This is an optimization exercise on Yosys and OpenROAD, whose aim is small area and a short achievable clock period, not a production implementation.
RTL that was checked went through simulation tests only; none was proved equivalent to the original.
For run 2, only the layout was checked, not whether the RTL still works.
Power figures rest on the tool's default switching activity, not on a simulated workload.

==> flow/design.v, too long to show whole: its modules and the start of the top module <==
// module add4rpl: 23 lines
// module addsub8: 34 lines
// module alu_log: 23 lines
// module bcd_adj: 52 lines
// module mx81_8: 64 lines
// module rg8l: 19 lines
// module rg8l2: 28 lines
// module s_reg: 41 lines
// module adl_mux: 28 lines
// module adh_mux: 25 lines
// module prog_cnt: 71 lines
// module m6502alu: 115 lines
// module op_dcd: 1313 lines
// module m6502_org: 173 lines
module m6502_org (clk,
   addr,
   dataenb,
   datai,
   datao,
   irq_n,
   nmi_n,
   sob_n,
   res_n,
   rdy,
   vpa,
   sync,
   we_n
   );
  // ...
==> flow/run.sh <==
#!/bin/bash
# synth_recipe.tcl (not shown) runs the flow's synth.tcl, then flattens the netlist and writes it again
# the make line also repeats each setting of config.mk as NAME=value (left out here)
make -C /OpenROAD-flow-scripts/flow DESIGN_CONFIG=/design/flow/config.mk WORK_HOME=/design/flow/orfs CLKGATE_MAP_FILE= SYNTH_SCRIPT=/design/flow/synth_recipe.tcl finish
==> flow/config.mk <==
export PLATFORM = sky130hd
export DESIGN_NAME = m6502_org
export DESIGN_NICKNAME = m6502_org
export VERILOG_FILES = /design/flow/design.v
export SDC_FILE = /design/flow/constraint.sdc
export NUM_CORES = 4
export LEC_CHECK = 0
export ABC_AREA = 1
export CAP_MARGIN = 20
export CORE_MARGIN = 2
export CORE_UTILIZATION = 40
export PLACE_DENSITY = 0.6
export SETUP_SLACK_MARGIN = 4
export SLEW_MARGIN = 20
==> flow/constraint.sdc <==
create_clock -name core_clock -period 10.0 [get_ports {clk}]
set_input_delay 2.0000 -clock core_clock [delete_from_list [all_inputs] [get_ports {clk}]]
set_output_delay 2.0000 -clock core_clock [all_outputs]
set_load 0.01 [all_outputs]
==> out/qor.yml, run 1 <==
placed_design:
  pre_cts_ws_ns: 3.17
  dpl.cell_count: 2254
pwr:
  powerDensity_nw_per_um2: 248
  switching_power_uw: 1710
  power_leakage_uw: 0.00722
  p_clk_frac: 0.183
  seqPwrFrac: 0.248
final_layout:
  multi_input_area_share: 0.528
  final_cell_area_um2: 15200
  largest_registers: "pc.pc: 16 flops, sm.alu_ctl: 12 flops"
  largest_reg_flops: 16
  final_cell_mix: "nand2_1, inv_1, nor2_1"
  nFlopsAndLatches: 149
drt:
  top_layer_used: "met4"
  routed_via_density: 5.88
  drt_wl_total_mm: 54.0
  wl_met3_mm: 4.64
yosys:
  synth_edf_count: 82
  yosys.area_share.simple: 0.331
  synthXorXnorAreaFrac: 0.0325
  yosys_warnings: 7
  netlist_area_um2: 12400
sta:
  worst_pin_slew_ns: 1.08
  skew_ns: 0.0150
global_routing:
  met1_usage: 0.425
  grt_pass1_wl_mm: 80.8
  grt-ovfl-total: 0
clock_network:
  clock_path_buffers: 2
outcome:
  status: "complete, no violations"
critical_path:
  cp-startpoint: "alu.jreg[5]"
  critical_path_arrival_ns: 4.20
  critPathMaxFanout: 3
  worstReg2RegEnd: "srg.dataol[7]"
floorplan:
  core_area_um2: 30600
  num_io_pins: 42
==> module m6502alu, before the edit <==
module m6502alu (clk,
   datai,
   datao,
   alu_ctl,
   alu_ctl_nx,
   alu_ld,
   alu2op,
   alu_out);
input   clk;
input   [7:0] datai;
input   [7:0] datao;
input   [11:0] alu_ctl;
input   [11:0] alu_ctl_nx;    
input   [2:0] alu_ld;
output  [5:0] alu2op;
output  [7:0] alu_out;
reg     [7:0] jreg;
reg     [7:0] kreg;
reg     [7:0] bx;      
function [7:0] addb;
   input [11:0] ctl;
   input [7:0]  k;
   reg   [7:0]  b;
   begin
      b = ctl[7:6] == 2'b00 ? 8'h00 :
          ctl[7:6] == 2'b01 ? {{7{k[7]}}, 1'b1} : k;
      addb = b ^ {8{ctl[0]}};
   end
endfunction
wire [7:0] kreg_nx = alu_ld[2] ? datai : kreg;
always @(posedge clk) begin
   if (alu_ld[0] | alu_ld[1])
      jreg <= alu_ld[0] ? datai : datao;
   kreg <= kreg_nx;
   bx   <= addb(alu_ctl_nx, kreg_nx);
end
wire       sub    = alu_ctl[0];
wire       cin    = alu_ctl[4];
wire       bcd_en = alu_ctl[3];
wire [1:0] bsel   = alu_ctl[7:6];
wire       addbcd = bcd_en & ~sub;
wire       subbcd = bcd_en & sub;
wire [7:0] p = jreg ^ bx;
wire [7:0] g = jreg & bx;
wire c1 = g[0] | p[0] & cin;
wire c2 = g[1] | p[1] & g[0] | p[1] & p[0] & cin;
wire c3 = g[2] | p[2] & g[1] | p[2] & p[1] & g[0] | p[2] & p[1] & p[0] & cin;
wire c4 = g[3] | p[3] & g[2] | p[3] & p[2] & g[1] | p[3] & p[2] & p[1] & g[0] |
          p[3] & p[2] & p[1] & p[0] & cin;           
wire [3:0] sl = p[3:0] ^ {c3, c2, c1, cin};
wire       sl_ge10 = sl[3] & (sl[2] | sl[1]);
wire lo_a6 = addbcd & (c4 | sl_ge10);
wire lo_aa = subbcd & ~c4;
wire [3:0] lo6 = {sl[3] ^ (sl[2] | sl[1]), ~(sl[2] ^ sl[1]), ~sl[1], sl[0]};
wire [3:0] loa = {~(sl[3] ^ (sl[2] & sl[1])), sl[2] ^ sl[1], ~sl[1], sl[0]};
wire [3:0] out_lo = lo_aa ? loa : lo_a6 ? lo6 : sl;
wire       cin4l = addbcd & sl_ge10;
wire h5g = g[4];
wire h5p = p[4];
wire h6g = g[5] | p[5] & g[4];
wire h6p = p[5] & p[4];
wire h7g = g[6] | p[6] & g[5] | p[6] & p[5] & g[4];
wire h7p = p[6] & p[5] & p[4];
wire h8g = g[7] | p[7] & g[6] | p[7] & p[6] & g[5] | p[7] & p[6] & p[5] & g[4];
wire h8p = p[7] & p[6] & p[5] & p[4];
wire [4:0] hs0 = {h8g,       p[7:4] ^ {h7g, h6g, h5g, 1'b0}};
wire [4:0] hs1 = {h8g | h8p, p[7:4] ^ {h7g | h7p, h6g | h6p, h5g | h5p, 1'b1}};
function [4:0] hi_bcd;    
   input [4:0] hs;
   input       m;
   input       aen;
   input       sen;
   reg         hadj, hadj_sub;
   reg   [3:0] hb;
   reg   [4:0] hf;
   begin
      hadj     = aen & (hs[4] | hs[3] & (hs[2] | hs[1] | m & hs[0]));
      hadj_sub = sen & ~hs[4];
      hb       = hadj_sub ? 4'b1010 : hadj ? 4'b0110 : 4'b0000;
      hf       = {1'b0, hs[3:0]} + {1'b0, hb} + {4'b0, m};
      hi_bcd   = {hs[4] | hf[4] & ~hadj_sub, hf[3:0]};
   end
endfunction
wire [4:0] h00 = hi_bcd(hs0, 1'b0, addbcd, subbcd);
wire [4:0] h01 = hi_bcd(hs0, 1'b1, addbcd, subbcd);
wire [4:0] h10 = hi_bcd(hs1, 1'b0, addbcd, subbcd);
wire [4:0] h11 = hi_bcd(hs1, 1'b1, addbcd, subbcd);
wire [4:0] hsel = c4 ? (cin4l ? h11 : h10) : (cin4l ? h01 : h00);
wire [3:0] out_hi   = hsel[3:0];
wire       bcd_cout = hsel[4];
wire       add_cout = c4 ? hs1[4] : hs0[4];
wire       add_out7 = c4 ? hs1[3] : hs0[3];
wire [7:0] dcd = 8'b1 << alu_ctl[10:8];
wire [7:0] log_b_preinv = bsel == 2'b00 ? 8'h00 :
                          bsel == 2'b01 ? dcd : kreg;
wire [7:0] log_b = alu_ctl[11] ? ~log_b_preinv : log_b_preinv;
wire [2:0] log_ctl = alu_ctl[2:0];
wire [7:0] log_out = log_ctl == 3'b010 ? {jreg[6:0], cin} :
                     log_ctl == 3'b011 ? {cin, jreg[7:1]} :
                     log_ctl == 3'b100 ? jreg & log_b :
                     log_ctl == 3'b101 ? jreg | log_b :
                     log_ctl == 3'b110 ? jreg ^ log_b :
                     ~jreg & log_b;
wire log_cout = log_ctl == 3'b010 ? jreg[7] : jreg[0];
wire arith = alu_ctl[2:1] == 2'b00;
wire [7:0] alu_outl = alu_ctl[5] ? 8'h00 :
                      arith ? {out_hi, out_lo} : log_out;
assign alu_out = alu_outl;
wire alu_cout  = arith ? bcd_cout : log_cout;
wire z_flag    = alu_outl == 8'h00;
wire n_flag    = alu_outl[7];
wire v_flag    = (~sub ^ jreg[7] ^ kreg[7]) & (add_out7 ^ jreg[7]);
wire bra_carry = add_cout ^ kreg[7] ^ (&jreg);
assign alu2op = {n_flag, v_flag, add_cout, bra_carry, z_flag, alu_cout};
endmodule  
==> module m6502_org, before the edit <==
module m6502_org (clk,
   addr,
   dataenb,
   datai,
   datao,
   irq_n,
   nmi_n,
   sob_n,
   res_n,
   rdy,
   vpa,
   sync,
   we_n
   );
parameter LEFT = 0;
parameter RIGHT = 1;
input   clk;  
output  [15:0] addr;  
output  dataenb;  
input   [7:0] datai;  
output  [7:0] datao;  
input   irq_n;  
input   nmi_n;  
input   sob_n;  
input   res_n;  
input   rdy;  
output  vpa;  
output  sync;  
output  we_n;  
wire    [15:0] addr; 
wire    dataenb; 
wire    [7:0] datao; 
wire    vpa; 
wire    sync; 
wire    we_n; 
wire    [7:0] areg; 
wire    [7:0] sreg; 
wire    [7:0] xreg; 
wire    [7:0] yreg; 
wire    [7:0] pch; 
wire    [7:0] pcl; 
wire    [7:0] alu_out; 
wire    [7:0] dreg; 
wire    [7:0] psr; 
wire    [7:0] addrh;  
wire    [7:0] addrl;  
wire    [7:0] dataol;  
wire    [7:0] xregl;  
wire    [7:0] yregl;  
wire    [7:0] sregl;  
wire    [7:0] aregl;  
wire    [7:0] dregl;  
wire    [7:0] alu_outl;  
wire    [7:0] pchl;  
wire    [7:0] pcll;  
wire    [7:0] psrl;  
wire    [11:0] alu_ctl;  
wire    [11:0] alu_ctl_nx;  
wire    [5:0] alu2op;  
wire    [2:0] alu_ld;  
wire    [6:0] rg_load;  
wire    sreg_up;  
wire    sreg_cen;  
wire    [6:0] pc_ctl;  
wire    [1:0] adl_sel;  
wire    [3:0] adh_sel;  
wire    [2:0] domux_sel;  
wire    reset;  
wire    [7:0] opcde;  
wire    [8:1] cycle;  
assign areg = aregl; 
assign xreg = xregl; 
assign yreg = yregl; 
assign sreg = sregl; 
assign dreg = dregl; 
assign pch = pchl; 
assign pcl = pcll; 
assign psr = psrl; 
assign alu_out = alu_outl; 
assign datao = dataol; 
assign addr = {addrh , addrl}; 
op_dcd sm (.clk(clk),
          .datai(datai),
          .irq_n(irq_n),
          .nmi_n(nmi_n),
          .res_n(res_n),
          .rdy(rdy),
          .sob_n(sob_n),
          .sync(sync),
          .vpa(vpa),
.we_n(we_n),
          .dataenb(dataenb),
          .alu_ctl(alu_ctl),
          .alu_ctl_nx(alu_ctl_nx),
          .alu_ld(alu_ld),
          .sreg_up(sreg_up),
          .sreg_cen(sreg_cen),
          .prog_ctl(pc_ctl),
          .reset(reset),
          .rg_load(rg_load),
          .adl_sel(adl_sel),
          .adh_sel(adh_sel),
          .domux_sel(domux_sel),
          .alu2op(alu2op),
          .psr(psrl),
          .opcde(opcde),
.cycle(cycle));
m6502alu alu (.clk(clk),
          .datai(datai),
          .datao(dataol),
          .alu_ctl(alu_ctl),
          .alu_ctl_nx(alu_ctl_nx),
          .alu_ld(alu_ld),
          .alu2op(alu2op),
.alu_out(alu_outl));
rg8l arg (.di(dataol),
          .ld(rg_load[0]),
          .dout(aregl),
.clk(clk));
rg8l2 drg (.dia(datai),
          .dib(dataol),
          .lda(rg_load[1]),
          .ldb(rg_load[2]),
          .dout(dregl),
.clk(clk));
s_reg srg (.datai(dataol),
          .datao(sregl),
          .load(rg_load[3]),
          .up(sreg_up),
          .cnt_enb(sreg_cen),
          .reset(reset),
.clk(clk));
rg8l xrg (.di(dataol),
          .ld(rg_load[4]),
          .dout(xregl),
.clk(clk));
rg8l yrg (.di(dataol),
          .ld(rg_load[5]),
          .dout(yregl),
.clk(clk));
prog_cnt pc (.clk(clk),
          .reset(reset),
          .alu(alu_outl),
          .cntoh(pchl),
          .cntol(pcll),
          .datai(datai),
          .datao(dataol),
.prog_ctl(pc_ctl));
mx81_8 domx ( 
.a(alu_outl),
.b(aregl),
.c(psrl),
          .d(sregl),
          .e(xregl),
          .f(yregl),
          .g(pchl),
          .h(pcll),
          .s(domux_sel),
.y(dataol));
adl_mux adlmx (.alu(alu_outl),
          .pcl(pcll),
          .dreg(dregl),
          .sreg(sregl),
          .clk(clk),
          .lreg_ld(rg_load[6]),
          .sel(adl_sel),
.y(addrl));
adh_mux adhmx (.alu(alu_outl),
          .pch(pchl),
          .dreg(dregl),
          .sel(adh_sel),
          .y(addrh));
endmodule  
==> run 2: changes to the inputs <==
--- a/flow/design.v
+++ b/flow/design.v
@@ -420,25 +420,27 @@
 `timescale 1 ns / 1 ns
 module m6502alu (clk,
    datai,
    datao,
    alu_ctl,
    alu_ctl_nx,
    alu_ld,
    alu2op,
-   alu_out);
+   alu_out,
+   alu_bin);
 input   clk;
 input   [7:0] datai;
 input   [7:0] datao;
 input   [11:0] alu_ctl;
 input   [11:0] alu_ctl_nx;    
 input   [2:0] alu_ld;
 output  [5:0] alu2op;
 output  [7:0] alu_out;
+output  [7:0] alu_bin;       
 reg     [7:0] jreg;
 reg     [7:0] kreg;
 reg     [7:0] bx;      
 function [7:0] addb;
    input [11:0] ctl;
    input [7:0]  k;
    reg   [7:0]  b;
    begin
@@ -521,16 +523,19 @@
                      log_ctl == 3'b101 ? jreg | log_b :
                      log_ctl == 3'b110 ? jreg ^ log_b :
                      ~jreg & log_b;
 wire log_cout = log_ctl == 3'b010 ? jreg[7] : jreg[0];
 wire arith = alu_ctl[2:1] == 2'b00;
 wire [7:0] alu_outl = alu_ctl[5] ? 8'h00 :
                       arith ? {out_hi, out_lo} : log_out;
 assign alu_out = alu_outl;
+wire [3:0] hbin_s = c4 ? hs1[3:0] : hs0[3:0];
+assign alu_bin = alu_ctl[5] ? 8'h00 :
+                 arith ? {hbin_s, sl} : log_out;
 wire alu_cout  = arith ? bcd_cout : log_cout;
 wire z_flag    = alu_outl == 8'h00;
 wire n_flag    = alu_outl[7];
 wire v_flag    = (~sub ^ jreg[7] ^ kreg[7]) & (add_out7 ^ jreg[7]);
 wire bra_carry = add_cout ^ kreg[7] ^ (&jreg);
 assign alu2op = {n_flag, v_flag, add_cout, bra_carry, z_flag, alu_cout};
 endmodule  
 `timescale 1 ns / 1 ns  
@@ -729,29 +734,29 @@
 parameter BEQ = 8'b 11110000; 
 parameter SBCIND = 8'b 11110010; 
 parameter INCZPX = 8'b 11110110; 
 parameter SMB7 = 8'b 11110111; 
 parameter SED = 8'b 11111000; 
 parameter PLX = 8'b 11111010; 
 parameter INCABX = 8'b 11111110; 
 wire    sync; 
-wire    vpa; 
+reg     vpa; 
 wire    we_n; 
 wire    dataenb; 
 reg     [11:0] alu_ctl; 
 wire    [2:0] alu_ld; 
 wire    sreg_up; 
 wire    sreg_cen; 
 wire    [6:0] prog_ctl; 
 wire    reset; 
 wire    [6:0] rg_load; 
-wire    [1:0] adl_sel; 
-wire    [3:0] adh_sel; 
-wire    [2:0] domux_sel; 
+reg     [1:0] adl_sel; 
+reg     [3:0] adh_sel; 
+reg     [2:0] domux_sel; 
 wire    [7:0] psr; 
 wire    [7:0] opcde; 
 wire    [8:1] cycle; 
 wire    [7:0] opcode;  
 wire    [7:0] opcode_in;  
 wire    opcode_ld;  
 wire    [8:1] state;  
 wire    [8:1] state_in;  
@@ -773,27 +778,16 @@
 wire    xreg_load;  
 wire    yreg_load;  
 wire    lreg_load;  
 wire    jregi_load;  
 wire    jrego_load;  
 wire    kregi_load;  
 reg     z_flag_f;  
 reg     branch_carry_f;  
-wire    adh_alu;  
-wire    adh_dreg;  
-wire    adh_zpg;  
-wire    adh_onepg;  
-wire    [2:0] domux_001; 
-wire    [2:0] domux_010; 
-wire    [2:0] domux_011; 
-wire    [2:0] domux_100; 
-wire    [2:0] domux_101; 
-wire    [2:0] domux_110; 
-wire    [2:0] domux_111; 
 reg     resetl;  
 wire    interrupt;  
 reg     reset_proc;  
 reg     nmi_proc;  
 reg     irq_proc;  
 reg     irq;  
 wire    irq_pend;  
 reg     nmi_pend;  
@@ -1248,135 +1242,16 @@
 		opcode == PLA | opcode == PLP | 
 		opcode == PHA | opcode == PHP) | 
 		state[2] == 1'b 1 & (opcode == NOP | 
 		imp2psr == 1'b 1 | imp2tx == 1'b 1 | 
 		imp2inc == 1'b 1) | type3_calc == 1'b 1 | 
 		type2_done == 1'b 1 | type1_calc == 1'b 1 | 
 		state[8] == 1'b 1 ? 1'b 1 : 
 	1'b 0; 
-assign domux_001 = opcode == TAY | opcode == TAX | 
-		type1_read == 1'b 1 | acc_addr == 1'b 1 & 
-		state[1] == 1'b 1 | 
-		(tsb_op == 1'b 1 | trb_op == 1'b 1) & 
-		type2_read == 1'b 1 | bit_op == 1'b 1 & 
-		type3_read == 1'b 1 | 
-		(opcode == INCA | opcode == DECA) & 
-		state[1] == 1'b 1 | opcode == PHA & 
-		state[2] == 1'b 1 ? 3'b 001 : 
-	3'b 000; 
-assign domux_010 = opcode == PHP & state[2] == 1'b 1 | opcode == BRK & 
-		state[4] == 1'b 1 ? 3'b 010 : 
-	3'b 000; 
-assign domux_011 = opcode == TSX ? 3'b 011 : 
-	3'b 000; 
-assign domux_101 = opcode == PHY & state[2] == 1'b 1 | opcode == TYA | 
-		cpy_op == 1'b 1 & type3_read == 1'b 1 | 
-		sty_op == 1'b 1 & type3_read == 1'b 1 | 
-		(opcode == INY | opcode == DEY) & 
-		state[1] == 1'b 1 | aby_1_addr == 1'b 1 & 
-		state[1] == 1'b 1 | iny_1_addr == 1'b 1 & 
-		state[2] == 1'b 1 | opcode == TYA | 
-		opcode == STXZPY & state[1] == 1'b 1 | opcode == LDXZPY & 
-		state[1] == 1'b 1 | opcode == LDXABY & 
-		state[1] == 1'b 1 ? 3'b 101 : 
-	3'b 000; 
-assign domux_100 = opcode == PHX & state[2] == 1'b 1 | cpx_op == 1'b 1 & 
-		type3_read == 1'b 1 | stx_op == 1'b 1 & 
-		type3_read == 1'b 1 | opcode == TXA | 
-		opcode == TXS | 
-		(opcode == INX | opcode == DEX) & 
-		state[1] == 1'b 1 | opcode == JMPAIX & 
-		state[1] == 1'b 1 | opcode == STZABX & 
-		state[1] == 1'b 1 | zpx_rmw_addr == 1'b 1 & 
-		state[1] == 1'b 1 | abx_rmw_addr == 1'b 1 & 
-		state[1] == 1'b 1 | inx_1_addr == 1'b 1 & 
-		state[1] == 1'b 1 | abx_1_addr == 1'b 1 & 
-		state[1] == 1'b 1 | abx_3_addr == 1'b 1 & 
-		state[1] == 1'b 1 | zpx_1_addr == 1'b 1 & 
-		state[1] == 1'b 1 | zpx_3_addr == 1'b 1 & 
-		state[1] == 1'b 1 ? 3'b 100 : 
-	3'b 000; 
-assign domux_110 = opcode == BRK & state[2] == 1'b 1 | bbx_op == 1'b 1 & 
-		state[4] == 1'b 1 | rel_addr == 1'b 1 & 
-		state[2] == 1'b 1 | opcode == JSR & 
-		state[3] == 1'b 1 ? 3'b 110 : 
-	3'b 000; 
-assign domux_111 = opcode == BRK & state[3] == 1'b 1 | bbx_op == 1'b 1 & 
-		state[3] == 1'b 1 | rel_addr == 1'b 1 & 
-		state[1] == 1'b 1 | opcode == JSR & 
-		state[4] == 1'b 1 ? 3'b 111 : 
-	3'b 000; 
-assign domux_sel = domux_001 | domux_010 | domux_011 | domux_100 | 
-		domux_101 | domux_110 | domux_111; 
-assign adh_alu = abx_3_addr == 1'b 1 & state[3] == 1'b 1 | 
-		(abx_1_addr == 1'b 1 | aby_1_addr == 1'b 1) & 
-		state[3] == 1'b 1 | iny_1_addr == 1'b 1 & 
-		state[4] == 1'b 1 ? 1'b 1 : 
-	1'b 0; 
-assign adh_dreg = abs_rmw_addr == 1'b 1 & (state[3] == 1'b 1 | state[4] == 1'b 1 | state[5] == 1'b 1) | abx_rmw_addr == 1'b 1 & 
-		(state[4] == 1'b 1 | state[5] == 1'b 1 | state[6] == 1'b 1) | opcode == STZABX & 
-		state[4] == 1'b 1 | abs_1_addr == 1'b 1 & 
-		state[3] == 1'b 1 | abs_3_addr == 1'b 1 & 
-		state[3] == 1'b 1 | ind_1_addr == 1'b 1 & 
-		state[4] == 1'b 1 | inx_1_addr == 1'b 1 & 
-		state[5] == 1'b 1 ? 1'b 1 : 
-	1'b 0; 
-assign adh_zpg = zpg_rmw_addr == 1'b 1 & (state[2] == 1'b 1 | state[3] == 1'b 1 | state[4] == 1'b 1) | zpx_rmw_addr == 1'b 1 & 
-		(state[3] == 1'b 1 | state[4] == 1'b 1 | state[5] == 1'b 1) | zpg_1_addr == 1'b 1 & 
-		state[2] == 1'b 1 | zpg_3_addr == 1'b 1 & 
-		state[2] == 1'b 1 | zpx_1_addr == 1'b 1 & 
-		state[3] == 1'b 1 | zpx_3_addr == 1'b 1 & 
-		state[3] == 1'b 1 | bbx_op == 1'b 1 & 
-		state[2] == 1'b 1 | ind_1_addr == 1'b 1 & 
-		(state[2] == 1'b 1 | state[3] == 1'b 1) | inx_1_addr == 1'b 1 & 
-		(state[3] == 1'b 1 | state[4] == 1'b 1) | iny_1_addr == 1'b 1 & 
-		(state[2] == 1'b 1 | state[3] == 1'b 1) ? 1'b 1 : 
-	1'b 0; 
-assign adh_onepg = opcode == BRK & (state[2] == 1'b 1 | state[3] == 1'b 1 | state[4] == 1'b 1) | 
-		(opcode == PHA | opcode == PHP | 
-		opcode == PLA | opcode == PLP | 
-		opcode == PLX | opcode == PHX | 
-		opcode == PLY | opcode == PHY) & 
-		state[2] == 1'b 1 | opcode == RTI & 
-		~(state[5] == 1'b 1) | opcode == RTS & 
-		~(state[5] == 1'b 1) | opcode == JSR & 
-		(state[3] == 1'b 1 | state[4] == 1'b 1) ? 1'b 1 : 
-	1'b 0; 
-assign adh_sel = {{{adh_alu , adh_dreg} , adh_zpg} , adh_onepg}; 
-assign adl_sel = bbx_op == 1'b 1 & state[2] == 1'b 1 | zpg_1_addr == 1'b 1 & 
-		state[2] == 1'b 1 | zpg_3_addr == 1'b 1 & 
-		state[2] == 1'b 1 | iny_1_addr == 1'b 1 & 
-		state[2] == 1'b 1 | ind_1_addr == 1'b 1 & 
-		state[2] == 1'b 1 | 
-		(type2_read == 1'b 1 | type2_calc == 1'b 1 | 
-		type2_write == 1'b 1) & zpg_rmw_addr == 1'b 1 ? 2'b 01 : 
-	opcode == BITABS & state[3] == 1'b 1 | opcode == STZABX & 
-		state[4] == 1'b 1 | zpx_1_addr == 1'b 1 & 
-		state[3] == 1'b 1 | zpx_3_addr == 1'b 1 & 
-		state[3] == 1'b 1 | abs_1_addr == 1'b 1 & 
-		state[3] == 1'b 1 | abs_3_addr == 1'b 1 & 
-		state[3] == 1'b 1 | abx_1_addr == 1'b 1 & 
-		state[3] == 1'b 1 | abx_3_addr == 1'b 1 & 
-		state[3] == 1'b 1 | aby_1_addr == 1'b 1 & 
-		state[3] == 1'b 1 | ind_1_addr == 1'b 1 & 
-		(state[3] == 1'b 1 | state[4] == 1'b 1) | iny_1_addr == 1'b 1 & 
-		(state[3] == 1'b 1 | state[4] == 1'b 1) | inx_1_addr == 1'b 1 & 
-		(state[3] == 1'b 1 | state[4] == 1'b 1 | state[5] == 1'b 1) | type2_read == 1'b 1 | 
-		type2_calc == 1'b 1 | type2_write == 1'b 1 ? 2'b 11 : 
-	opcode == BRK & (state[2] == 1'b 1 | state[3] == 1'b 1 | state[4] == 1'b 1) | 
-		(opcode == PHA | opcode == PHP | 
-		opcode == PLA | opcode == PLP | 
-		opcode == PLX | opcode == PHX | 
-		opcode == PLY | opcode == PHY) & 
-		state[2] == 1'b 1 | opcode == RTI & 
-		~(state[5] == 1'b 1) | opcode == RTS & 
-		~(state[5] == 1'b 1) | opcode == JSR & 
-		(state[3] == 1'b 1 | state[4] == 1'b 1) ? 2'b 10 : 
-	2'b 00; 
 assign pc_cen = rdy == 1'b 1 & (syncl == 1'b 1 & 
 		nmi_pend == 1'b 0 & irq_pend == 1'b 0 | 
 		opcode == BRK & interrupt == 1'b 0 & 
 		state[1] == 1'b 1 | opcode == BRK & 
 		state[5] == 1'b 1 | imm_1_addr == 1'b 1 & 
 		state[1] == 1'b 1 | imm_3_addr == 1'b 1 & 
 		state[1] == 1'b 1 | bbx_op == 1'b 1 & 
 		state[1] == 1'b 1 | bbx_op == 1'b 1 & 
@@ -1434,18 +1309,16 @@
 		(state[2] == 1'b 1 | state[3] == 1'b 1) | opcode == JSR & 
 		state[5] == 1'b 1 ? 1'b 0 : 
 	1'b 1; 
 assign pc_vec_sel = resetl == 1'b 1 | opcode == BRK & 
 		state[4] == 1'b 1 & reset_proc == 1'b 1 ? 2'b 10 : 
 	opcode == BRK & state[4] == 1'b 1 & nmi_proc == 1'b 1 ? 2'b 01 : 
 	opcode == BRK & state[4] == 1'b 1 ? 2'b 11 : 
 	2'b 00; 
-assign vpa = opcode == BRK & (state[5] == 1'b 1 | state[6] == 1'b 1) ? 1'b 1 : 
-	1'b 0; 
 assign pcl_alu_ld = bbx_op == 1'b 1 & branch_take == 1'b 1 & 
 		alu2op[2] == 1'b 0 & state[4] == 1'b 1 | rel_addr == 1'b 1 & 
 		branch_take == 1'b 1 & alu2op[2] == 1'b 0 & state[2] == 1'b 1 ? 1'b 1 : 
 	1'b 0; 
 assign prog_ctl = {{{{{pc_vec_sel , pcl_alu_ld} , pc_sel_datai} , pc_load} , pc_h_load} , pc_cen}; 
 assign sreg_cen = rdy == 1'b 1 & (opcode == BRK & 
 		state[2] == 1'b 1 | opcode == BRK & 
 		state[3] == 1'b 1 | opcode == BRK & 
@@ -1841,16 +1714,549 @@
 	1'b 0; 
 assign stz_op = opcode == STZZPG | opcode == STZZPX | 
 		opcode == STZABS | opcode == STZABX ? 1'b 1 : 
 	1'b 0; 
 assign trb_op = opcode == TRBZPG | opcode == TRBABS ? 1'b 1 : 
 	1'b 0; 
 assign tsb_op = opcode == TSBZPG | opcode == TSBABS ? 1'b 1 : 
 	1'b 0; 
+wire    [1:0] adl_sel_a, adl_sel_b, adl_sel_c;
+wire    [3:0] adh_sel_a, adh_sel_b, adh_sel_c;
+wire    [2:0] domux_sel_a, domux_sel_b, domux_sel_c;
+wire    vpa_a, vpa_b, vpa_c;
+op_sel sel_a (.opcode(opcode_in), .state(8'b 00000001),
+          .type2_calc(type2_read), .type2_write(type2_calc),
+          .adl_sel(adl_sel_a), .adh_sel(adh_sel_a), .domux_sel(domux_sel_a), .vpa(vpa_a));
+op_sel sel_b (.opcode(opcode), .state({state[7:1], 1'b 0}),
+          .type2_calc(type2_read), .type2_write(type2_calc),
+          .adl_sel(adl_sel_b), .adh_sel(adh_sel_b), .domux_sel(domux_sel_b), .vpa(vpa_b));
+op_sel sel_c (.opcode(BRK), .state(state),
+          .type2_calc(type2_calc), .type2_write(type2_write),
+          .adl_sel(adl_sel_c), .adh_sel(adh_sel_c), .domux_sel(domux_sel_c), .vpa(vpa_c));
+always @(posedge clk)
+   begin : selr
+   if (rdy == 1'b 1)
+      begin
+      if (opcode_ld == 1'b 1)
+         begin
+         adl_sel <= adl_sel_a; adh_sel <= adh_sel_a; domux_sel <= domux_sel_a; vpa <= vpa_a;
+         end
+      else
+         begin
+         adl_sel <= adl_sel_b; adh_sel <= adh_sel_b; domux_sel <= domux_sel_b; vpa <= vpa_b;
+         end
+      end
+   else if (opcode_ld == 1'b 1)
+      begin
+      adl_sel <= adl_sel_c; adh_sel <= adh_sel_c; domux_sel <= domux_sel_c; vpa <= vpa_c;
+      end
+   end
+endmodule  
+`timescale 1 ns / 1 ns
+module op_sel (opcode, state, type2_calc, type2_write, adl_sel, adh_sel, domux_sel, vpa);
+input   [7:0] opcode;
+input   [8:1] state;
+input   type2_calc;
+input   type2_write;
+output  [1:0] adl_sel;
+output  [3:0] adh_sel;
+output  [2:0] domux_sel;
+output  vpa;
+parameter BRK = 8'b 00000000;
+parameter ORAINX = 8'b 00000001;
+parameter TSBZPG = 8'b 00000100;
+parameter ORAZPG = 8'b 00000101;
+parameter ASLZPG = 8'b 00000110;
+parameter RMB0 = 8'b 00000111;
+parameter BBR0 = 8'b 00001111;
+parameter PHP = 8'b 00001000;
+parameter ORAIMM = 8'b 00001001;
+parameter ASLACC = 8'b 00001010;
+parameter TSBABS = 8'b 00001100;
+parameter ORAABS = 8'b 00001101;
+parameter ASLABS = 8'b 00001110;
+parameter BPL = 8'b 00010000;
+parameter ORAINY = 8'b 00010001;
+parameter ORAIND = 8'b 00010010;
+parameter TRBZPG = 8'b 00010100;
+parameter ORAZPX = 8'b 00010101;
+parameter ASLZPX = 8'b 00010110;
+parameter RMB1 = 8'b 00010111;
+parameter CLC = 8'b 00011000;
+parameter ORAABY = 8'b 00011001;
+parameter INCA = 8'b 00011010;
+parameter TRBABS = 8'b 00011100;
+parameter ORAABX = 8'b 00011101;
+parameter ASLABX = 8'b 00011110;
+parameter JSR = 8'b 00100000;
+parameter BITZPG = 8'b 00100100;
+parameter ROLZPG = 8'b 00100110;
+parameter RMB2 = 8'b 00100111;
+parameter PLP = 8'b 00101000;
+parameter ANDIMM = 8'b 00101001;
+parameter ROLACC = 8'b 00101010;
+parameter BITABS = 8'b 00101100;
+parameter BMI = 8'b 00110000;
+parameter BITZPX = 8'b 00110100;
+parameter ANDIND = 8'b 00110010;
+parameter RMB3 = 8'b 00110111;
+parameter SEC = 8'b 00111000;
+parameter DECA = 8'b 00111010;
+parameter BITABX = 8'b 00111100;
+parameter RTI = 8'b 01000000;
+parameter LSRZPG = 8'b 01000110;
+parameter RMB4 = 8'b 01000111;
+parameter LSRACC = 8'b 01001010;
+parameter PHA = 8'b 01001000;
+parameter EORIMM = 8'b 01001001;
+parameter JMP = 8'b 01001100;
+parameter BVC = 8'b 01010000;
+parameter EORIND = 8'b 01010010;
+parameter RMB5 = 8'b 01010111;
+parameter CLI = 8'b 01011000;
+parameter PHY = 8'b 01011010;
+parameter RTS = 8'b 01100000;
+parameter ADCINX = 8'b 01100001;
+parameter STZZPG = 8'b 01100100;
+parameter ADCZPG = 8'b 01100101;
+parameter RORZPG = 8'b 01100110;
+parameter RMB6 = 8'b 01100111;
+parameter RORACC = 8'b 01101010;
+parameter JMPIND = 8'b 01101100;
+parameter PLA = 8'b 01101000;
+parameter ADCIMM = 8'b 01101001;
+parameter BVS = 8'b 01110000;
+parameter ADCINY = 8'b 01110001;
+parameter ADCIND = 8'b 01110010;
+parameter STZZPX = 8'b 01110100;
+parameter RMB7 = 8'b 01110111;
+parameter SEI = 8'b 01111000;
+parameter PLY = 8'b 01111010;
+parameter JMPAIX = 8'b 01111100;
+parameter BRA = 8'b 10000000;
+parameter STAINX = 8'b 10000001;
+parameter STYZPG = 8'b 10000100;
+parameter STAZPG = 8'b 10000101;
+parameter STXZPG = 8'b 10000110;
+parameter SMB0 = 8'b 10000111;
+parameter DEY = 8'b 10001000;
+parameter BITIMM = 8'b 10001001;
+parameter TXA = 8'b 10001010;
+parameter STYABS = 8'b 10001100;
+parameter STAABS = 8'b 10001101;
+parameter STXABS = 8'b 10001110;
+parameter BCC = 8'b 10010000;
+parameter STAINY = 8'b 10010001;
+parameter STAIND = 8'b 10010010;
+parameter STYZPX = 8'b 10010100;
+parameter STAZPX = 8'b 10010101;
+parameter STXZPY = 8'b 10010110;
+parameter SMB1 = 8'b 10010111;
+parameter TYA = 8'b 10011000;
+parameter STAABY = 8'b 10011001;
+parameter TXS = 8'b 10011010;
+parameter STZABS = 8'b 10011100;
+parameter STAABX = 8'b 10011101;
+parameter STZABX = 8'b 10011110;
+parameter LDYIMM = 8'b 10100000;
+parameter LDXIMM = 8'b 10100010;
+parameter LDYZPG = 8'b 10100100;
+parameter LDXZPG = 8'b 10100110;
+parameter SMB2 = 8'b 10100111;
+parameter TAY = 8'b 10101000;
+parameter LDAIMM = 8'b 10101001;
+parameter TAX = 8'b 10101010;
+parameter LDYABS = 8'b 10101100;
+parameter LDXABS = 8'b 10101110;
+parameter BCS = 8'b 10110000;
+parameter LDAIND = 8'b 10110010;
+parameter LDYZPX = 8'b 10110100;
+parameter LDXZPY = 8'b 10110110;
+parameter SMB3 = 8'b 10110111;
+parameter CLV = 8'b 10111000;
+parameter TSX = 8'b 10111010;
+parameter LDYABX = 8'b 10111100;
+parameter LDXABY = 8'b 10111110;
+parameter CPYIMM = 8'b 11000000;
+parameter CPYZPG = 8'b 11000100;
+parameter DECZPG = 8'b 11000110;
+parameter SMB4 = 8'b 11000111;
+parameter INY = 8'b 11001000;
+parameter CMPIMM = 8'b 11001001;
+parameter DEX = 8'b 11001010;
+parameter CPYABS = 8'b 11001100;
+parameter DECABS = 8'b 11001110;
+parameter BNE = 8'b 11010000;
+parameter CMPIND = 8'b 11010010;
+parameter DECZPX = 8'b 11010110;
+parameter SMB5 = 8'b 11010111;
+parameter CLD = 8'b 11011000;
+parameter PHX = 8'b 11011010;
+parameter DECABX = 8'b 11011110;
+parameter CPXIMM = 8'b 11100000;
+parameter CPXZPG = 8'b 11100100;
+parameter INCZPG = 8'b 11100110;
+parameter SMB6 = 8'b 11100111;
+parameter CPXABS = 8'b 11101100;
+parameter INX = 8'b 11101000;
+parameter SBCIMM = 8'b 11101001;
+parameter NOP = 8'b 11101010;
+parameter INCABS = 8'b 11101110;
+parameter BEQ = 8'b 11110000;
+parameter SBCIND = 8'b 11110010;
+parameter INCZPX = 8'b 11110110;
+parameter SMB7 = 8'b 11110111;
+parameter SED = 8'b 11111000;
+parameter PLX = 8'b 11111010;
+parameter INCABX = 8'b 11111110;
+wire    [2:0] domux_001;
+wire    [2:0] domux_010;
+wire    [2:0] domux_011;
+wire    [2:0] domux_101;
+wire    [2:0] domux_100;
+wire    [2:0] domux_110;
+wire    [2:0] domux_111;
+wire    adh_alu;
+wire    adh_dreg;
+wire    adh_zpg;
+wire    adh_onepg;
+wire    imp2psr;
+wire    imp2tx;
+wire    imp2inc;
+wire    imm_1_addr;
+wire    rel_addr;
+wire    zpg_1_addr;
+wire    zpx_1_addr;
+wire    abs_1_addr;
+wire    abx_1_addr;
+wire    aby_1_addr;
+wire    inx_1_addr;
+wire    iny_1_addr;
+wire    ind_1_addr;
+wire    acc_addr;
+wire    zpg_rmw_addr;
+wire    zpx_rmw_addr;
+wire    abs_rmw_addr;
+wire    abx_rmw_addr;
+wire    imm_3_addr;
+wire    zpg_3_addr;
+wire    zpx_3_addr;
+wire    abs_3_addr;
+wire    abx_3_addr;
+wire    type1_read;
+wire    type2_read;
+wire    type3_read;
+wire    adc_op;
+wire    sbc_op;
+wire    ora_op;
+wire    and_op;
+wire    eor_op;
+wire    sta_op;
+wire    lda_op;
+wire    cmp_op;
+wire    asl_op;
+wire    lsr_op;
+wire    ror_op;
+wire    rol_op;
+wire    inc_op;
+wire    dec_op;
+wire    cpx_op;
+wire    cpy_op;
+wire    ldx_op;
+wire    ldy_op;
+wire    stx_op;
+wire    sty_op;
+wire    bit_op;
+wire    rmb_op;
+wire    smb_op;
+wire    bbx_op;
+wire    stz_op;
+wire    trb_op;
+wire    tsb_op;
+assign imp2psr = opcode == CLC | opcode == SEC | 
+		opcode == CLI | opcode == SEI | 
+		opcode == CLV | opcode == CLD | 
+		opcode == SED ? 1'b 1 : 
+	1'b 0;
+assign imp2tx = opcode == TXA | opcode == TXS | 
+		opcode == TAX | opcode == TSX | 
+		opcode == TYA | opcode == TAY ? 1'b 1 : 
+	1'b 0;
+assign imp2inc = opcode == DECA | opcode == INCA | 
+		opcode == DEX | opcode == DEY | 
+		opcode == INX | opcode == INY ? 1'b 1 : 
+	1'b 0;
+assign imm_1_addr = opcode[4:0] == 5'b 01001 ? 1'b 1 : 
+	1'b 0;
+assign rel_addr = opcode[4:0] == BPL[4:0] | opcode == BRA ? 1'b 1 : 
+	1'b 0;
+assign zpg_1_addr = opcode[4:0] == ADCZPG[4:0] ? 1'b 1 : 
+	1'b 0;
+assign zpx_1_addr = opcode[4:0] == ORAZPX[4:0] ? 1'b 1 : 
+	1'b 0;
+assign abs_1_addr = opcode[4:0] == ORAABS[4:0] ? 1'b 1 : 
+	1'b 0;
+assign abx_1_addr = opcode[4:0] == ORAABX[4:0] ? 1'b 1 : 
+	1'b 0;
+assign aby_1_addr = opcode[4:0] == ORAABY[4:0] ? 1'b 1 : 
+	1'b 0;
+assign inx_1_addr = opcode[4:0] == ADCINX[4:0] ? 1'b 1 : 
+	1'b 0;
+assign iny_1_addr = opcode[4:0] == ADCINY[4:0] ? 1'b 1 : 
+	1'b 0;
+assign ind_1_addr = opcode[4:0] == ADCIND[4:0] ? 1'b 1 : 
+	1'b 0;
+assign acc_addr = opcode[7] == ASLACC[7] & opcode[4:0] == ASLACC[4:0] ? 1'b 1 : 
+	1'b 0;
+assign zpg_rmw_addr = opcode[7] == ASLZPG[7] & opcode[4:0] == ASLZPG[4:0] | opcode == DECZPG | opcode == 
+		INCZPG | rmb_op == 1'b 1 | smb_op == 
+		1'b 1 | opcode == TRBZPG | opcode == 
+		TSBZPG ? 1'b 1 : 
+	1'b 0;
+assign zpx_rmw_addr = opcode[7] == ASLZPX[7] & opcode[4:0] == ASLZPX[4:0] | opcode == DECZPX | opcode == 
+		INCZPX ? 1'b 1 : 
+	1'b 0;
+assign abs_rmw_addr = opcode[7] == ASLABS[7] & opcode[4:0] == ASLABS[4:0] | opcode == DECABS | opcode == 
+		INCABS | opcode == TRBABS | opcode == 
+		TSBABS ? 1'b 1 : 
+	1'b 0;
+assign abx_rmw_addr = opcode[7] == ASLABX[7] & opcode[4:0] == ASLABX[4:0] | opcode == DECABX | opcode == 
+		INCABX ? 1'b 1 : 
+	1'b 0;
+assign imm_3_addr = opcode == LDYIMM | opcode == LDXIMM | 
+		opcode == CPXIMM | opcode == CPYIMM | 
+		opcode == BITIMM ? 1'b 1 : 
+	1'b 0;
+assign zpg_3_addr = opcode == BITZPG | opcode == STYZPG | 
+		opcode == LDYZPG | opcode == CPYZPG | 
+		opcode == CPXZPG | opcode == LDXZPG | 
+		opcode == STXZPG | opcode == STZZPG ? 1'b 1 : 
+	1'b 0;
+assign zpx_3_addr = opcode == LDXZPY | opcode == LDYZPX | 
+		opcode == STXZPY | opcode == STYZPX | 
+		opcode == BITZPX | opcode == STZZPX ? 1'b 1 : 
+	1'b 0;
+assign abs_3_addr = opcode == STYABS | opcode == STXABS | 
+		opcode == CPXABS | opcode == CPYABS | 
+		opcode == BITABS | opcode == LDXABS | 
+		opcode == LDYABS | opcode == STZABS ? 1'b 1 : 
+	1'b 0;
+assign abx_3_addr = opcode == LDYABX | opcode == LDXABY | 
+		opcode == BITABX ? 1'b 1 : 
+	1'b 0;
+assign type1_read = imm_1_addr == 1'b 1 & state[1] == 1'b 1 | acc_addr == 1'b 1 & 
+		state[1] == 1'b 1 | inx_1_addr == 1'b 1 & 
+		state[5] == 1'b 1 | iny_1_addr == 1'b 1 & 
+		state[4] == 1'b 1 | ind_1_addr == 1'b 1 & 
+		state[4] == 1'b 1 | zpx_1_addr == 1'b 1 & 
+		state[3] == 1'b 1 | abs_1_addr == 1'b 1 & 
+		state[3] == 1'b 1 | abx_1_addr == 1'b 1 & 
+		state[3] == 1'b 1 | aby_1_addr == 1'b 1 & 
+		state[3] == 1'b 1 | zpg_1_addr == 1'b 1 & 
+		state[2] == 1'b 1 ? 1'b 1 : 
+	1'b 0;
+assign type2_read = zpg_rmw_addr == 1'b 1 & state[2] == 1'b 1 | zpx_rmw_addr == 1'b 1 & 
+		state[3] == 1'b 1 | abs_rmw_addr == 1'b 1 & 
+		state[3] == 1'b 1 | abx_rmw_addr == 1'b 1 & 
+		state[4] == 1'b 1 ? 1'b 1 : 
+	1'b 0;
+assign type3_read = imm_3_addr & state[1] | zpg_3_addr & state[2] | zpx_3_addr & state[3] | abs_3_addr & state[3] | abx_3_addr & state[3];
+assign adc_op = opcode[7:5] == ADCIMM[7:5] & opcode[1:0] == ADCIMM[1:0] | opcode == ADCIND ? 1'b 1 : 
+	1'b 0;
+assign sbc_op = opcode[7:5] == SBCIMM[7:5] & opcode[1:0] == SBCIMM[1:0] | opcode == SBCIND ? 1'b 1 : 
+	1'b 0;
+assign ora_op = opcode[7:5] == ORAIMM[7:5] & opcode[1:0] == ORAIMM[1:0] | opcode == ORAIND ? 1'b 1 : 
+	1'b 0;
+assign and_op = opcode[7:5] == ANDIMM[7:5] & opcode[1:0] == ANDIMM[1:0] | opcode == ANDIND ? 1'b 1 : 
+	1'b 0;
+assign eor_op = opcode[7:5] == EORIMM[7:5] & opcode[1:0] == EORIMM[1:0] | opcode == EORIND ? 1'b 1 : 
+	1'b 0;
+assign sta_op = opcode[7:5] == STAZPG[7:5] & opcode[1:0] == STAZPG[1:0] | opcode == STAIND ? 1'b 1 : 
+	1'b 0;
+assign lda_op = opcode[7:5] == LDAIMM[7:5] & opcode[1:0] == LDAIMM[1:0] | opcode == LDAIND ? 1'b 1 : 
+	1'b 0;
+assign cmp_op = opcode[7:5] == CMPIMM[7:5] & opcode[1:0] == CMPIMM[1:0] | opcode == CMPIND ? 1'b 1 : 
+	1'b 0;
+assign asl_op = opcode[7:5] == ASLZPG[7:5] & opcode[2:0] == ASLZPG[2:0] | opcode == ASLACC ? 1'b 1 : 
+	1'b 0;
+assign lsr_op = opcode[7:5] == LSRZPG[7:5] & opcode[2:0] == LSRZPG[2:0] | opcode == LSRACC ? 1'b 1 : 
+	1'b 0;
+assign ror_op = opcode[7:5] == RORZPG[7:5] & opcode[2:0] == RORZPG[2:0] | opcode == RORACC ? 1'b 1 : 
+	1'b 0;
+assign rol_op = opcode[7:5] == ROLZPG[7:5] & opcode[2:0] == ROLZPG[2:0] | opcode == ROLACC ? 1'b 1 : 
+	1'b 0;
+assign inc_op = opcode[7:5] == INCZPG[7:5] & opcode[2:0] == INCZPG[2:0] ? 1'b 1 : 
+	1'b 0;
+assign dec_op = opcode[7:5] == DECZPG[7:5] & opcode[2:0] == DECZPG[2:0] ? 1'b 1 : 
+	1'b 0;
+assign cpx_op = opcode == CPXIMM | opcode == CPXZPG | 
+		opcode == CPXABS ? 1'b 1 : 
+	1'b 0;
+assign cpy_op = opcode == CPYIMM | opcode == CPYZPG | 
+		opcode == CPYABS ? 1'b 1 : 
+	1'b 0;
+assign ldx_op = opcode == LDXIMM | opcode == LDXZPG | 
+		opcode == LDXZPY | opcode == LDXABS | 
+		opcode == LDXABY ? 1'b 1 : 
+	1'b 0;
+assign ldy_op = opcode == LDYIMM | opcode == LDYZPG | 
+		opcode == LDYZPX | opcode == LDYABS | 
+		opcode == LDYABX ? 1'b 1 : 
+	1'b 0;
+assign stx_op = opcode == STXZPG | opcode == STXZPY | 
+		opcode == STXABS ? 1'b 1 : 
+	1'b 0;
+assign sty_op = opcode == STYZPG | opcode == STYZPX | 
+		opcode == STYABS ? 1'b 1 : 
+	1'b 0;
+assign bit_op = opcode == BITZPG | opcode == BITABS | 
+		opcode == BITIMM | opcode == BITZPX | 
+		opcode == BITABX ? 1'b 1 : 
+	1'b 0;
+assign rmb_op = opcode == RMB0 | opcode == RMB1 | 
+		opcode == RMB2 | opcode == RMB3 | 
+		opcode == RMB4 | opcode == RMB5 | 
+		opcode == RMB6 | opcode == RMB7 ? 1'b 1 : 
+	1'b 0;
+assign smb_op = opcode == SMB0 | opcode == SMB1 | 
+		opcode == SMB2 | opcode == SMB3 | 
+		opcode == SMB4 | opcode == SMB5 | 
+		opcode == SMB6 | opcode == SMB7 ? 1'b 1 : 
+	1'b 0;
+assign bbx_op = opcode[3:0] == BBR0[3:0] ? 1'b 1 : 
+	1'b 0;
+assign stz_op = opcode == STZZPG | opcode == STZZPX | 
+		opcode == STZABS | opcode == STZABX ? 1'b 1 : 
+	1'b 0;
+assign trb_op = opcode == TRBZPG | opcode == TRBABS ? 1'b 1 : 
+	1'b 0;
+assign tsb_op = opcode == TSBZPG | opcode == TSBABS ? 1'b 1 : 
+	1'b 0;
+assign domux_001 = opcode == TAY | opcode == TAX | 
+		type1_read == 1'b 1 | acc_addr == 1'b 1 & 
+		state[1] == 1'b 1 | 
+		(tsb_op == 1'b 1 | trb_op == 1'b 1) & 
+		type2_read == 1'b 1 | bit_op == 1'b 1 & 
+		type3_read == 1'b 1 | 
+		(opcode == INCA | opcode == DECA) & 
+		state[1] == 1'b 1 | opcode == PHA & 
+		state[2] == 1'b 1 ? 3'b 001 : 
+	3'b 000;
+assign domux_010 = opcode == PHP & state[2] == 1'b 1 | opcode == BRK & 
+		state[4] == 1'b 1 ? 3'b 010 : 
+	3'b 000;
+assign domux_011 = opcode == TSX ? 3'b 011 : 
+	3'b 000;
+assign domux_101 = opcode == PHY & state[2] == 1'b 1 | opcode == TYA | 
+		cpy_op == 1'b 1 & type3_read == 1'b 1 | 
+		sty_op == 1'b 1 & type3_read == 1'b 1 | 
+		(opcode == INY | opcode == DEY) & 
+		state[1] == 1'b 1 | aby_1_addr == 1'b 1 & 
+		state[1] == 1'b 1 | iny_1_addr == 1'b 1 & 
+		state[2] == 1'b 1 | opcode == TYA | 
+		opcode == STXZPY & state[1] == 1'b 1 | opcode == LDXZPY & 
+		state[1] == 1'b 1 | opcode == LDXABY & 
+		state[1] == 1'b 1 ? 3'b 101 : 
+	3'b 000;
+assign domux_100 = opcode == PHX & state[2] == 1'b 1 | cpx_op == 1'b 1 & 
+		type3_read == 1'b 1 | stx_op == 1'b 1 & 
+		type3_read == 1'b 1 | opcode == TXA | 
+		opcode == TXS | 
+		(opcode == INX | opcode == DEX) & 
+		state[1] == 1'b 1 | opcode == JMPAIX & 
+		state[1] == 1'b 1 | opcode == STZABX & 
+		state[1] == 1'b 1 | zpx_rmw_addr == 1'b 1 & 
+		state[1] == 1'b 1 | abx_rmw_addr == 1'b 1 & 
+		state[1] == 1'b 1 | inx_1_addr == 1'b 1 & 
+		state[1] == 1'b 1 | abx_1_addr == 1'b 1 & 
+		state[1] == 1'b 1 | abx_3_addr == 1'b 1 & 
+		state[1] == 1'b 1 | zpx_1_addr == 1'b 1 & 
+		state[1] == 1'b 1 | zpx_3_addr == 1'b 1 & 
+		state[1] == 1'b 1 ? 3'b 100 : 
+	3'b 000;
+assign domux_110 = opcode == BRK & state[2] == 1'b 1 | bbx_op == 1'b 1 & 
+		state[4] == 1'b 1 | rel_addr == 1'b 1 & 
+		state[2] == 1'b 1 | opcode == JSR & 
+		state[3] == 1'b 1 ? 3'b 110 : 
+	3'b 000;
+assign domux_111 = opcode == BRK & state[3] == 1'b 1 | bbx_op == 1'b 1 & 
+		state[3] == 1'b 1 | rel_addr == 1'b 1 & 
+		state[1] == 1'b 1 | opcode == JSR & 
+		state[4] == 1'b 1 ? 3'b 111 : 
+	3'b 000;
+assign domux_sel = domux_001 | domux_010 | domux_011 | domux_100 | 
+		domux_101 | domux_110 | domux_111;
+assign adh_alu = abx_3_addr == 1'b 1 & state[3] == 1'b 1 | 
+		(abx_1_addr == 1'b 1 | aby_1_addr == 1'b 1) & 
+		state[3] == 1'b 1 | iny_1_addr == 1'b 1 & 
+		state[4] == 1'b 1 ? 1'b 1 : 
+	1'b 0;
+assign adh_dreg = abs_rmw_addr == 1'b 1 & (state[3] == 1'b 1 | state[4] == 1'b 1 | state[5] == 1'b 1) | abx_rmw_addr == 1'b 1 & 
+		(state[4] == 1'b 1 | state[5] == 1'b 1 | state[6] == 1'b 1) | opcode == STZABX & 
+		state[4] == 1'b 1 | abs_1_addr == 1'b 1 & 
+		state[3] == 1'b 1 | abs_3_addr == 1'b 1 & 
+		state[3] == 1'b 1 | ind_1_addr == 1'b 1 & 
+		state[4] == 1'b 1 | inx_1_addr == 1'b 1 & 
+		state[5] == 1'b 1 ? 1'b 1 : 
+	1'b 0;
+assign adh_zpg = zpg_rmw_addr == 1'b 1 & (state[2] == 1'b 1 | state[3] == 1'b 1 | state[4] == 1'b 1) | zpx_rmw_addr == 1'b 1 & 
+		(state[3] == 1'b 1 | state[4] == 1'b 1 | state[5] == 1'b 1) | zpg_1_addr == 1'b 1 & 
+		state[2] == 1'b 1 | zpg_3_addr == 1'b 1 & 
+		state[2] == 1'b 1 | zpx_1_addr == 1'b 1 & 
+		state[3] == 1'b 1 | zpx_3_addr == 1'b 1 & 
+		state[3] == 1'b 1 | bbx_op == 1'b 1 & 
+		state[2] == 1'b 1 | ind_1_addr == 1'b 1 & 
+		(state[2] == 1'b 1 | state[3] == 1'b 1) | inx_1_addr == 1'b 1 & 
+		(state[3] == 1'b 1 | state[4] == 1'b 1) | iny_1_addr == 1'b 1 & 
+		(state[2] == 1'b 1 | state[3] == 1'b 1) ? 1'b 1 : 
+	1'b 0;
+assign adh_onepg = opcode == BRK & (state[2] == 1'b 1 | state[3] == 1'b 1 | state[4] == 1'b 1) | 
+		(opcode == PHA | opcode == PHP | 
+		opcode == PLA | opcode == PLP | 
+		opcode == PLX | opcode == PHX | 
+		opcode == PLY | opcode == PHY) & 
+		state[2] == 1'b 1 | opcode == RTI & 
+		~(state[5] == 1'b 1) | opcode == RTS & 
+		~(state[5] == 1'b 1) | opcode == JSR & 
+		(state[3] == 1'b 1 | state[4] == 1'b 1) ? 1'b 1 : 
+	1'b 0;
+assign adh_sel = {{{adh_alu , adh_dreg} , adh_zpg} , adh_onepg};
+assign adl_sel = bbx_op == 1'b 1 & state[2] == 1'b 1 | zpg_1_addr == 1'b 1 & 
+		state[2] == 1'b 1 | zpg_3_addr == 1'b 1 & 
+		state[2] == 1'b 1 | iny_1_addr == 1'b 1 & 
+		state[2] == 1'b 1 | ind_1_addr == 1'b 1 & 
+		state[2] == 1'b 1 | 
+		(type2_read == 1'b 1 | type2_calc == 1'b 1 | 
+		type2_write == 1'b 1) & zpg_rmw_addr == 1'b 1 ? 2'b 01 : 
+	opcode == BITABS & state[3] == 1'b 1 | opcode == STZABX & 
+		state[4] == 1'b 1 | zpx_1_addr == 1'b 1 & 
+		state[3] == 1'b 1 | zpx_3_addr == 1'b 1 & 
+		state[3] == 1'b 1 | abs_1_addr == 1'b 1 & 
+		state[3] == 1'b 1 | abs_3_addr == 1'b 1 & 
+		state[3] == 1'b 1 | abx_1_addr == 1'b 1 & 
+		state[3] == 1'b 1 | abx_3_addr == 1'b 1 & 
+		state[3] == 1'b 1 | aby_1_addr == 1'b 1 & 
+		state[3] == 1'b 1 | ind_1_addr == 1'b 1 & 
+		(state[3] == 1'b 1 | state[4] == 1'b 1) | iny_1_addr == 1'b 1 & 
+		(state[3] == 1'b 1 | state[4] == 1'b 1) | inx_1_addr == 1'b 1 & 
+		(state[3] == 1'b 1 | state[4] == 1'b 1 | state[5] == 1'b 1) | type2_read == 1'b 1 | 
+		type2_calc == 1'b 1 | type2_write == 1'b 1 ? 2'b 11 : 
+	opcode == BRK & (state[2] == 1'b 1 | state[3] == 1'b 1 | state[4] == 1'b 1) | 
+		(opcode == PHA | opcode == PHP | 
+		opcode == PLA | opcode == PLP | 
+		opcode == PLX | opcode == PHX | 
+		opcode == PLY | opcode == PHY) & 
+		state[2] == 1'b 1 | opcode == RTI & 
+		~(state[5] == 1'b 1) | opcode == RTS & 
+		~(state[5] == 1'b 1) | opcode == JSR & 
+		(state[3] == 1'b 1 | state[4] == 1'b 1) ? 2'b 10 : 
+	2'b 00;
+assign vpa = opcode == BRK & (state[5] == 1'b 1 | state[6] == 1'b 1) ? 1'b 1 : 
+	1'b 0;
 endmodule  
 `timescale 1 ns / 1 ns  
 module m6502_org (clk,
    addr,
    dataenb,
    datai,
    datao,
    irq_n,
@@ -1896,16 +2302,18 @@
 wire    [7:0] addrl;  
 wire    [7:0] dataol;  
 wire    [7:0] xregl;  
 wire    [7:0] yregl;  
 wire    [7:0] sregl;  
 wire    [7:0] aregl;  
 wire    [7:0] dregl;  
 wire    [7:0] alu_outl;  
+wire    [7:0] alu_binl;  
+wire    [7:0] dataop;  
 wire    [7:0] pchl;  
 wire    [7:0] pcll;  
 wire    [7:0] psrl;  
 wire    [11:0] alu_ctl;  
 wire    [11:0] alu_ctl_nx;  
 wire    [5:0] alu2op;  
 wire    [2:0] alu_ld;  
 wire    [6:0] rg_load;  
@@ -1922,17 +2330,17 @@
 assign xreg = xregl; 
 assign yreg = yregl; 
 assign sreg = sregl; 
 assign dreg = dregl; 
 assign pch = pchl; 
 assign pcl = pcll; 
 assign psr = psrl; 
 assign alu_out = alu_outl; 
-assign datao = dataol; 
+assign datao = dataop; 
 assign addr = {addrh , addrl}; 
 op_dcd sm (.clk(clk),
           .datai(datai),
           .irq_n(irq_n),
           .nmi_n(nmi_n),
           .res_n(res_n),
           .rdy(rdy),
           .sob_n(sob_n),
@@ -1957,16 +2365,17 @@
 .cycle(cycle));
 m6502alu alu (.clk(clk),
           .datai(datai),
           .datao(dataol),
           .alu_ctl(alu_ctl),
           .alu_ctl_nx(alu_ctl_nx),
           .alu_ld(alu_ld),
           .alu2op(alu2op),
+          .alu_bin(alu_binl),
 .alu_out(alu_outl));
 rg8l arg (.di(dataol),
           .ld(rg_load[0]),
           .dout(aregl),
 .clk(clk));
 rg8l2 drg (.dia(datai),
           .dib(dataol),
           .lda(rg_load[1]),
@@ -1991,16 +2400,26 @@
 prog_cnt pc (.clk(clk),
           .reset(reset),
           .alu(alu_outl),
           .cntoh(pchl),
           .cntol(pcll),
           .datai(datai),
           .datao(dataol),
 .prog_ctl(pc_ctl));
+mx81_8 domxp (.a(alu_binl),
+          .b(aregl),
+          .c(psrl),
+          .d(sregl),
+          .e(xregl),
+          .f(yregl),
+          .g(pchl),
+          .h(pcll),
+          .s(domux_sel),
+          .y(dataop));
 mx81_8 domx ( 
 .a(alu_outl),
 .b(aregl),
 .c(psrl),
           .d(sregl),
           .e(xregl),
           .f(yregl),
           .g(pchl),
@@ -2010,14 +2429,14 @@
 adl_mux adlmx (.alu(alu_outl),
           .pcl(pcll),
           .dreg(dregl),
           .sreg(sregl),
           .clk(clk),
           .lreg_ld(rg_load[6]),
           .sel(adl_sel),
 .y(addrl));
-adh_mux adhmx (.alu(alu_outl),
+adh_mux adhmx (.alu(alu_binl),
           .pch(pchl),
           .dreg(dregl),
           .sel(adh_sel),
           .y(addrh));
 endmodule  
==> flow/flow/run.sh (new file) <==
#!/bin/bash
set -e
cp standard.sh standard_copy.sh.txt
export BUFFER_PORTS_ARGS="-buffer_cell sky130_fd_sc_hd__buf_4"
bash standard.sh > standard.log 2>&1
==> flow/standard.sh (new file) <==
#!/bin/bash
# synth_recipe.tcl (not shown) runs the flow's synth.tcl, then flattens the netlist and writes it again
# the make line also repeats each setting of config.mk as NAME=value (left out here)
make -C /OpenROAD-flow-scripts/flow DESIGN_CONFIG=/design/flow/config.mk WORK_HOME=/design/flow/orfs CLKGATE_MAP_FILE= SYNTH_SCRIPT=/design/flow/synth_recipe.tcl "${@:-finish}"
--- a/flow/config.mk
+++ b/flow/config.mk
@@ -5,10 +5,10 @@
 export SDC_FILE = /design/flow/constraint.sdc
 export NUM_CORES = 4
 export LEC_CHECK = 0
 export ABC_AREA = 1
 export CAP_MARGIN = 20
 export CORE_MARGIN = 2
 export CORE_UTILIZATION = 40
 export PLACE_DENSITY = 0.6
-export SETUP_SLACK_MARGIN = 4
+export SETUP_SLACK_MARGIN = 3
 export SLEW_MARGIN = 20
removed: flow/run.sh
==> out/qor.yml, run 2 <==
outcome:
  status: "complete, no violations"  # unchanged
clock_network:
  clock_path_buffers: 2  # unchanged
  ctsHoldBuffers: 0  # unchanged
  cts_tree: "built"  # unchanged
  htreeDepth: 4  # unchanged
  clk-insertion-delay-late_ns: 0.46  # about the same
  path_clk_slew_ns: 0.07  # about the same
  cts_resized: 0  # was 125
  numCtsBuffers: 17  # unchanged
  cts_root_buf: "clkbuf_16"  # unchanged
  cts_sinks: 159  # was 149
  post_cts_buffers: 0  # was 59
yosys:
  synth_cells: 2141  # was 1853
  netlist_area_um2: 13700  # was 12400 um2
  synthTopCellsByCount: "nand2_1, inv_1, nor2_1, nand3_1, o21ai_0"  # was nand2_1, inv_1, nor2_1, o21ai_0, nand3_1
  yosysSeqAreaShare: 0.299  # was 0.306
  synthArstFlopShare: 0  # unchanged
  synth_area_per_cell_um2: 6.41  # was 6.70 um2
  synth_cell_types: 59  # was 64
  synth_top_area_frac: 0.201  # was 0.198
  synthTopCellsByArea: "edfxtp_1, nand2_1, dfxtp_1"  # unchanged
  syn_nets: 2215  # was 1927
  yosys.area.top_type: "edfxtp_1"  # unchanged
  synth.most_common_cell: "nand2_1"  # unchanged
  synth_edf_count: 92  # was 82
  ys.flop_type: "edfxtp_1"  # unchanged
  ys_seq_elements: 159  # was 149
  yosys_warnings: 7  # unchanged
final_layout:
  multi_input_area_um2: 8260  # was 8060 um2
  drive_gt1_frac: 0.0687  # was 0.173
  fillers: 3561  # was 3133
  layout.cells.most_common: "nand2_1"  # unchanged
  largest_registers: "pc.pc: 16 flops, sm.alu_ctl: 12 flops"  # unchanged
  ff_latch_area_um2: 4100  # was 3800 um2
  num-nets-final: 2230  # was 2056
  largest_reg_flops: 16  # unchanged
  top_register: "pc.pc"  # unchanged
  area_delta_synth_final_pct: 9.45  # was 22.8%
  final_cell_mix: "nand2_1, inv_1, nor2_1"  # unchanged
worst_hold_path:
  hp-class: "reg -> reg"  # unchanged
  min_to: "sm.nmi2"  # unchanged
  whs_path_depth: 0  # unchanged
  min-delay-start: "sm.nmi1"  # unchanged
sta:
  finalMaxSlewViolations: 0  # unchanged
  setup_violations: 0  # unchanged
  fmax_mhz: 180  # was 161 MHz
  worst_pin_slew_ns: 1.17  # was 1.08 ns
  fin_crit_sh: 0.555  # was 0.620
  skew_ns: 0.0214  # was 0.0150 ns
  layout_min_cycle_time_ns: 5.55  # was 6.20 ns
  fin_setup_tns_ns: 0  # unchanged
  grt_setup_unrepaired: "false"  # was true
  maxSlewHeadroom: 0.217  # was 0.281
  finalHoldViolCount: 0  # unchanged
floorplan:
  die_area_um2: 35800  # was 32500 um2
  fp.dieW_um: 189  # was 180 um
  row_count: 67  # was 64
  num_io_pins: 42  # unchanged
  core_area_um2: 33600  # was 30600 um2
  initial_core_util: 0.408  # was 0.406
  dieHeight_um: 189  # was 180 um
drt:
  first_pass_iters: 7  # was 8
  antenna_left: 0  # unchanged
  wl_per_cell_um: 22.4  # was 22.6 um
  drt_wl_total_mm: 58.7  # was 54.0 mm
  num_vias: 15395  # was 14059
  drc: 0  # unchanged
  drt-initial-drc-count: 1912  # was 1727
  routed_via_density: 5.88  # about the same
critical_path:
  crit_required_ns: 8.00  # about the same
  path_class: "reg -> out"  # unchanged
  reg2regPathDepth: 20  # was 28
  worst_setup_path_end_kind: "primary output"  # unchanged
  reg2reg_slack_ns: 5.25  # was 5.08 ns
  reg2reg_from: "alu.jreg[4]"  # was sm.opcd.ido[3]
  crit_path_start_kind: "flop"  # unchanged
  critical_path_arrival_ns: 3.55  # was 4.20 ns
  worstReg2RegEnd: "drg.ido[5]"  # was srg.dataol[7]
  critPathMaxFanout: 8  # was 3
pwr:
  seqPwrFrac: 0.304  # was 0.248
  powerDensity_nw_per_um2: 217  # was 248 nW/um2
  irDropWorstVdd_mv: 0.138  # was 0.159 mV
  power_leakage_uw: 0.00722  # about the same
  combPwrFrac: 0.479  # was 0.569
  swShare: 0.476  # was 0.452
  intPower_uw: 1700  # was 2080 uW
  p_clk_frac: 0.218  # was 0.183
  total_power_uw: 3250  # was 3790 uW
  switching_power_uw: 1550  # was 1710 uW
global_routing:
  antenna_found_initial: 2  # was 0
  first_global_vias: 14362  # was 13241
  grt-ovfl-total: 0  # unchanged
  track_usage: 0.328  # was 0.326
  grt_max_degree: 49  # was 30
  grt_pass1_wl_mm: 88.5  # was 80.8 mm
placed_design:
  io_buffers: 41  # unchanged
  dp_hpwl_mm: 46.2  # was 40.4 mm
  place_congestion: 1.03  # was 1.02
run:
  drv_cap: 0  # unchanged
run 2: changes by cell type after synthesis, sizes merged, moves of 10 or more:
cell    delta
xnor2     -11
nand3     +60
xor2      -11
edfxtp    +10
clkbuf    -12
a21oi     +13
inv       +29
buf       +20
nand2    +131
nor2      +44
run 2: cells by family after synthesis:
kind of cell,Yosys count,share of synthesized area
simple gates,1184,0.368
fa+ha+maj,60,0.0585
xor+xnor,24,0.0153
buf+inv,339,0.0987
compound gates,375,0.160
flops,159,0.299
run 2: metal layers:
metal  GRT usage  vias to the layer above  part of all wire  wire length, um
met2       0.500                      882              0.43            25300
met4       0.116                        2             0.033             1920
met5           0                        -           0.00019               11
met3      0.0717                      129              0.10             5900
met1       0.456                     7234              0.44            25600
li1            -                     7148                 -                -
run 2: per-stage QoR:
step	area [um2]	hold WS, ns	util	std cells	setup slack, ns
6_report	15000	0.364	0.447	2618	4.45
5_1_grt	15000	0.370	0.447	2617	4.21
4_1_cts	15000	0.366	0.447	2617	4.50
3_5_place_dp	14400	0.356	0.428	2585	5.01
3_3_place_gp	14400	0.351	0.428	2585	5.10
2_1_floorplan	13700	0.331	-	2141	5.70
run 2: how the worst max path moves through the flow:
| stage | from | endpoint | slack, ns | cells past startpoint |
|---|---|---|---|---|
| 2_1_floorplan | sm.alu_ctl[7] | datao[0] | 5.70 | 17 |
| 3_3_place_gp | sm.alu_ctl[7] | datao[0] | 5.10 | 17 |
| 3_5_place_dp | sm.alu_ctl[7] | datao[0] | 5.01 | 17 |
| 4_1_cts | sm.alu_ctl[7] | datao[0] | 4.50 | 17 |
| 5_1_grt | sm.alu_ctl[7] | datao[0] | 4.21 | 17 |
| 6_report | sm.alu_ctl[7] | datao[0] | 4.45 | 17 |
run 2: area by class of cell:
type,instances,area share
Timing Repair Buffer,51,0.0255
Clock buffer,17,0.0283
Sequential cell,159,0.273
Inverter,284,0.0712
Antenna cell,1,0.000167
Multi-Input combinational cell,1643,0.550
Tap cell,448,0.0373
Clock inverter,15,0.0140
run 2: power groups by stage:
stage / Clock [uW] / Sequential, uW / Combinational, uW
final: 708 / 987 / 1560
after global routing: 742 / 1000 / 1740
after CTS: 712 / 983 / 1530
after detailed placement: 0 / 997 / 1520
after global placement: 0 / 998 / 1510
after floorplan: 0 / 924 / 1080
run 2: critical path: stages (launching register included):
cell and delay, ns:
dfxtp_1 0.33, inv_1 0.16, nand2_1 0.09, nor2_1 0.23, a32o_1 0.23, xor2_1 0.21, inv_1 0.09, ha_1 0.30
o211ai_1 0.18, nand3_1 0.10, nand3_1 0.10, nand2_1 0.08, nand2_1 0.06, nand2_1 0.17, inv_1 0.17, nand2_1 0.10
nand2_1 0.29, buf_4 0.19

## separate check: timing with driven ports
No port has a modelled driver above. Below, the same layouts with a new extraction and two added sets of constraints. Step 1 assumes that a clkbuf_16 drives the clock port and a buf_2 every other input. Step 2, shift: input delay + t, output delay - t, t = (earliest + latest rising clock arrival at the registers) / 2. This alone moves slack from input paths to output paths. Slacks: ideal ports / drivers / drivers and shift; pairs: ideal ports / drivers.
| run | shift t [ns] | setup WS [ns] | hold WS [ns] | worst data-port slew with drivers (ns) | cell pins on the clock port's net |
|---|---|---|---|---|---|
| run 1 | 0.501 | 3.803 / 3.751 / 4.252 | 0.351 / 0.351 / 0.351 | 0.04 | 1 |
| run 2 | 0.506 | 4.454 / 4.400 / 4.906 | 0.364 / 0.364 / 0.364 | 0.05 | 1 |
After both steps setup and hold are still met in every run listed.
